This is an optimization exercise on Yosys and OpenROAD, whose aim is small area and a short achievable clock period, not a production implementation.
RTL that was checked went through simulation tests only; none was proved equivalent to the original.

==> trial 18: inputs <==
==> flow/design.v (excerpt) <==
module systolic_array #(
    parameter M           = 5,
    parameter N           = 3,
    parameter K           = 4,
    parameter DATA_WIDTH  = 32
) (
    input clk,
    input rst_n,
    input [DATA_WIDTH*M-1:0] X,
    input [DATA_WIDTH*K-1:0] W,
    output reg [DATA_WIDTH*M*K-1:0] Y,
    output done
);
Settings: LEC_CHECK=0, ABC_AREA=1, CAP_MARGIN=20, CORE_MARGIN=2, CORE_UTILIZATION=55, CTS_CLUSTER_DIAMETER=150, CTS_CLUSTER_SIZE=20, PLACE_DENSITY=0.65, SETUP_SLACK_MARGIN=5, SLEW_MARGIN=20, SYNTH_HIERARCHICAL=1; clock period 8.5 ns.
standard.sh (not shown) runs the stock make flow with config.mk's settings and CLKGATE_MAP_FILE= SYNTH_SCRIPT=/design/flow/synth_recipe.tcl, a recipe that flattens the netlist after the stock synthesis.
==> flow/flow/run.sh <==
#!/bin/bash
# The standard layout with two changes:
#  - input and output ports are buffered with plain buffers (buf_1) instead
#    of the delay cells buffer_ports picks by default;
#  - after the standard synthesis, fa_polarity.py complements some full
#    adders (a full adder is self-dual) so that fewer inverters are needed
#    between them; registers and all other cells are unchanged.
set -euo pipefail
export BUFFER_PORTS_ARGS="-buffer_cell sky130_fd_sc_hd__buf_1"
RES=orfs/results/${FLOW_PLATFORM}/systolic_array/base
bash standard.sh synth > make_synth.log 2>&1
python3 flow/fa_polarity.py $RES/1_2_yosys.v $RES/1_2_yosys.pol.v > fa_polarity.log 2>&1
cp $RES/1_2_yosys.v 1_2_yosys.standard.v
mv $RES/1_2_yosys.pol.v $RES/1_2_yosys.v
rm -f $RES/1_synth.odb $RES/1_synth.sdc
bash standard.sh > make_layout.log 2>&1
Other scripts of this flow, unchanged in this note and not shown: flow/flow/fa_polarity.py
==> build 45 (differences from trial 18) <==
--- a/flow/design.v
+++ b/flow/design.v
@@ -1222,127 +1222,11 @@
         wire bx124 = bx121 ^ bx122;
         wire bx125 = bx123 ^ bc58;
         wire bx126 = bx124 ^ bx125;
         wire [31:0] r0 = {bc120, bc118, bc116, bc114, bc112, bc110, bc108, bc106, bc104, bc102, bc100, bc98, bc96, bc94, bc92, bc90, bc88, bc86, bc84, bc82, bc80, bc78, bc76, bc74, bc72, bc70, bc68, bc66, bc64, bc62, bc60, ra_0_2};
         wire [31:0] r1 = {bx126, bs119, bs117, bs115, bs113, bs111, bs109, bs107, bs105, bs103, bs101, bs99, bs97, bs95, bs93, bs91, bs89, bs87, bs85, bs83, bs81, bs79, bs77, bs75, bs73, bs71, bs69, bs67, bs65, bs63, bs61, bs59};
-        wire [31:0] cg0 = r0 & r1;
-        wire [31:0] cp0 = r0 ^ r1;
-        wire bg1 = cg0[1] | (cp0[1] & cg0[0]);
-        wire bp1 = cp0[1] & cp0[0];
-        wire bg2 = cg0[3] | (cp0[3] & cg0[2]);
-        wire bp2 = cp0[3] & cp0[2];
-        wire bg3 = cg0[5] | (cp0[5] & cg0[4]);
-        wire bp3 = cp0[5] & cp0[4];
-        wire bg4 = cg0[7] | (cp0[7] & cg0[6]);
-        wire bp4 = cp0[7] & cp0[6];
-        wire bg5 = cg0[9] | (cp0[9] & cg0[8]);
-        wire bp5 = cp0[9] & cp0[8];
-        wire bg6 = cg0[11] | (cp0[11] & cg0[10]);
-        wire bp6 = cp0[11] & cp0[10];
-        wire bg7 = cg0[13] | (cp0[13] & cg0[12]);
-        wire bp7 = cp0[13] & cp0[12];
-        wire bg8 = cg0[15] | (cp0[15] & cg0[14]);
-        wire bp8 = cp0[15] & cp0[14];
-        wire bg9 = cg0[17] | (cp0[17] & cg0[16]);
-        wire bp9 = cp0[17] & cp0[16];
-        wire bg10 = cg0[19] | (cp0[19] & cg0[18]);
-        wire bp10 = cp0[19] & cp0[18];
-        wire bg11 = cg0[21] | (cp0[21] & cg0[20]);
-        wire bp11 = cp0[21] & cp0[20];
-        wire bg12 = cg0[23] | (cp0[23] & cg0[22]);
-        wire bp12 = cp0[23] & cp0[22];
-        wire bg13 = cg0[25] | (cp0[25] & cg0[24]);
-        wire bp13 = cp0[25] & cp0[24];
-        wire bg14 = cg0[27] | (cp0[27] & cg0[26]);
-        wire bp14 = cp0[27] & cp0[26];
-        wire bg15 = cg0[29] | (cp0[29] & cg0[28]);
-        wire bp15 = cp0[29] & cp0[28];
-        wire bg16 = cg0[31] | (cp0[31] & cg0[30]);
-        wire bp16 = cp0[31] & cp0[30];
-        wire bg17 = bg2 | (bp2 & bg1);
-        wire bp17 = bp2 & bp1;
-        wire bg18 = bg4 | (bp4 & bg3);
-        wire bp18 = bp4 & bp3;
-        wire bg19 = bg6 | (bp6 & bg5);
-        wire bp19 = bp6 & bp5;
-        wire bg20 = bg8 | (bp8 & bg7);
-        wire bp20 = bp8 & bp7;
-        wire bg21 = bg10 | (bp10 & bg9);
-        wire bp21 = bp10 & bp9;
-        wire bg22 = bg12 | (bp12 & bg11);
-        wire bp22 = bp12 & bp11;
-        wire bg23 = bg14 | (bp14 & bg13);
-        wire bp23 = bp14 & bp13;
-        wire bg24 = bg16 | (bp16 & bg15);
-        wire bp24 = bp16 & bp15;
-        wire bg25 = bg18 | (bp18 & bg17);
-        wire bp25 = bp18 & bp17;
-        wire bg26 = bg20 | (bp20 & bg19);
-        wire bp26 = bp20 & bp19;
-        wire bg27 = bg22 | (bp22 & bg21);
-        wire bp27 = bp22 & bp21;
-        wire bg28 = bg24 | (bp24 & bg23);
-        wire bp28 = bp24 & bp23;
-        wire bg29 = bg26 | (bp26 & bg25);
-        wire bp29 = bp26 & bp25;
-        wire bg30 = bg28 | (bp28 & bg27);
-        wire bp30 = bp28 & bp27;
-        wire bg31 = bg30 | (bp30 & bg29);
-        wire bp31 = bp30 & bp29;
-        wire bg32 = bg27 | (bp27 & bg29);
-        wire bp32 = bp27 & bp29;
-        wire bg33 = bg19 | (bp19 & bg25);
-        wire bp33 = bp19 & bp25;
-        wire bg34 = bg21 | (bp21 & bg29);
-        wire bp34 = bp21 & bp29;
-        wire bg35 = bg23 | (bp23 & bg32);
-        wire bp35 = bp23 & bp32;
-        wire bg36 = bg3 | (bp3 & bg17);
-        wire bp36 = bp3 & bp17;
-        wire bg37 = bg5 | (bp5 & bg25);
-        wire bp37 = bp5 & bp25;
-        wire bg38 = bg7 | (bp7 & bg33);
-        wire bp38 = bp7 & bp33;
-        wire bg39 = bg9 | (bp9 & bg29);
-        wire bp39 = bp9 & bp29;
-        wire bg40 = bg11 | (bp11 & bg34);
-        wire bp40 = bp11 & bp34;
-        wire bg41 = bg13 | (bp13 & bg32);
-        wire bp41 = bp13 & bp32;
-        wire bg42 = bg15 | (bp15 & bg35);
-        wire bp42 = bp15 & bp35;
-        wire bg43 = cg0[2] | (cp0[2] & bg1);
-        wire bp43 = cp0[2] & bp1;
-        wire bg44 = cg0[4] | (cp0[4] & bg17);
-        wire bp44 = cp0[4] & bp17;
-        wire bg45 = cg0[6] | (cp0[6] & bg36);
-        wire bp45 = cp0[6] & bp36;
-        wire bg46 = cg0[8] | (cp0[8] & bg25);
-        wire bp46 = cp0[8] & bp25;
-        wire bg47 = cg0[10] | (cp0[10] & bg37);
-        wire bp47 = cp0[10] & bp37;
-        wire bg48 = cg0[12] | (cp0[12] & bg33);
-        wire bp48 = cp0[12] & bp33;
-        wire bg49 = cg0[14] | (cp0[14] & bg38);
-        wire bp49 = cp0[14] & bp38;
-        wire bg50 = cg0[16] | (cp0[16] & bg29);
-        wire bp50 = cp0[16] & bp29;
-        wire bg51 = cg0[18] | (cp0[18] & bg39);
-        wire bp51 = cp0[18] & bp39;
-        wire bg52 = cg0[20] | (cp0[20] & bg34);
-        wire bp52 = cp0[20] & bp34;
-        wire bg53 = cg0[22] | (cp0[22] & bg40);
-        wire bp53 = cp0[22] & bp40;
-        wire bg54 = cg0[24] | (cp0[24] & bg32);
-        wire bp54 = cp0[24] & bp32;
-        wire bg55 = cg0[26] | (cp0[26] & bg41);
-        wire bp55 = cp0[26] & bp41;
-        wire bg56 = cg0[28] | (cp0[28] & bg35);
-        wire bp56 = cp0[28] & bp35;
-        wire bg57 = cg0[30] | (cp0[30] & bg42);
-        wire bp57 = cp0[30] & bp42;
-        assign sum = {cp0[31] ^ bg57, cp0[30] ^ bg42, cp0[29] ^ bg56, cp0[28] ^ bg35, cp0[27] ^ bg55, cp0[26] ^ bg41, cp0[25] ^ bg54, cp0[24] ^ bg32, cp0[23] ^ bg53, cp0[22] ^ bg40, cp0[21] ^ bg52, cp0[20] ^ bg34, cp0[19] ^ bg51, cp0[18] ^ bg39, cp0[17] ^ bg50, cp0[16] ^ bg29, cp0[15] ^ bg49, cp0[14] ^ bg38, cp0[13] ^ bg48, cp0[12] ^ bg33, cp0[11] ^ bg47, cp0[10] ^ bg37, cp0[9] ^ bg46, cp0[8] ^ bg25, cp0[7] ^ bg45, cp0[6] ^ bg36, cp0[5] ^ bg44, cp0[4] ^ bg17, cp0[3] ^ bg43, cp0[2] ^ bg1, cp0[1] ^ cg0[0], cp0[0]};
+        assign sum = r0 + r1;
         always @(posedge clk) acc <= sum;
         always @(posedge clk) begin
             if (wy[0]) Y[32*(4*i+0) +: 32] <= sum;
             if (wy[1]) Y[32*(4*i+1) +: 32] <= sum;
             if (wy[2]) Y[32*(4*i+2) +: 32] <= sum;
==> flow_summary.yaml <==
route:
  wl_per_cell_um: 29.1
  wl_met1_mm: 184
  num_vias: 103913
  via_per_inst: 5.97
layout:
  syn_to_final_growth_pct: 11.8
  n_all_inverters: 1852
  clkbuf_count: 202
  seq_share_pct: 35.8
  final_cell_mix: "2,539 x nand2_1, 1,650 x inv_1, 1,475 x dfxtp_1"
worst_setup_path:
  cp.depth: 12
  crit_buf_inv: 1
synth:
  synth_cells: 13314
timing:
  relSlewSlack_pct: 10.2
grt:
  antenna_found_initial: 56
run_status:
  status: "complete, no violations"
the above is filed under build 45

==> flow_summary.yaml <==
route:
  via_per_inst: 5.87
  num_vias: 95176
  wl_per_cell_um: 27.8
  wl_met1_mm: 169
layout:
  seq_share_pct: 35.9
  syn_to_final_growth_pct: 15.6
  n_all_inverters: 1646
  clkbuf_count: 209
run_status:
  status: "complete, no violations"
synth:
  synth_cells: 11930
grt:
  use_met3_pct: 10.3
  antenna_found_initial: 64
worst_setup_path:
  crit_buf_inv: 8
  worstSetupEndpointType: "flop"
  cp.depth: 19
the above is filed under trial 18

The RTL of trial 18 was laid out without a check of its function.

-- port drivers added, routing unchanged --
In the flow no input, the clock included, has a driving cell. The finished layouts below were timed again as built, in two steps. Step 1 (the two cells are an assumption about what drives the block):
set clk [get_ports {clk}]
set_driving_cell -lib_cell sky130_fd_sc_hd__clkbuf_16 $clk
set_driving_cell -lib_cell sky130_fd_sc_hd__buf_2 [delete_from_list [all_inputs] $clk]
Step 2 times the ports against the registers' clock, not the clock port: input delays grow and output delays shrink by t, the midpoint of the rising clock arrivals with the driver on. Slacks: no drivers / after step 1 / after step 2; pairs: no drivers / after step 1.
run	shift t [ns]	setup slack, ns	latest minus earliest clock arrival (ns)	slew at the worst register clock pin (ns)	pins driven straight from the clock port
trial 18	0.943	4.457 / 4.457 / 4.457	0.059 / 0.058	0.11 / 0.11	1
build 45	0.941	4.991 / 4.908 / 4.991	0.114 / 0.113	0.11 / 0.11	1
After both steps every run listed still meets setup and hold.
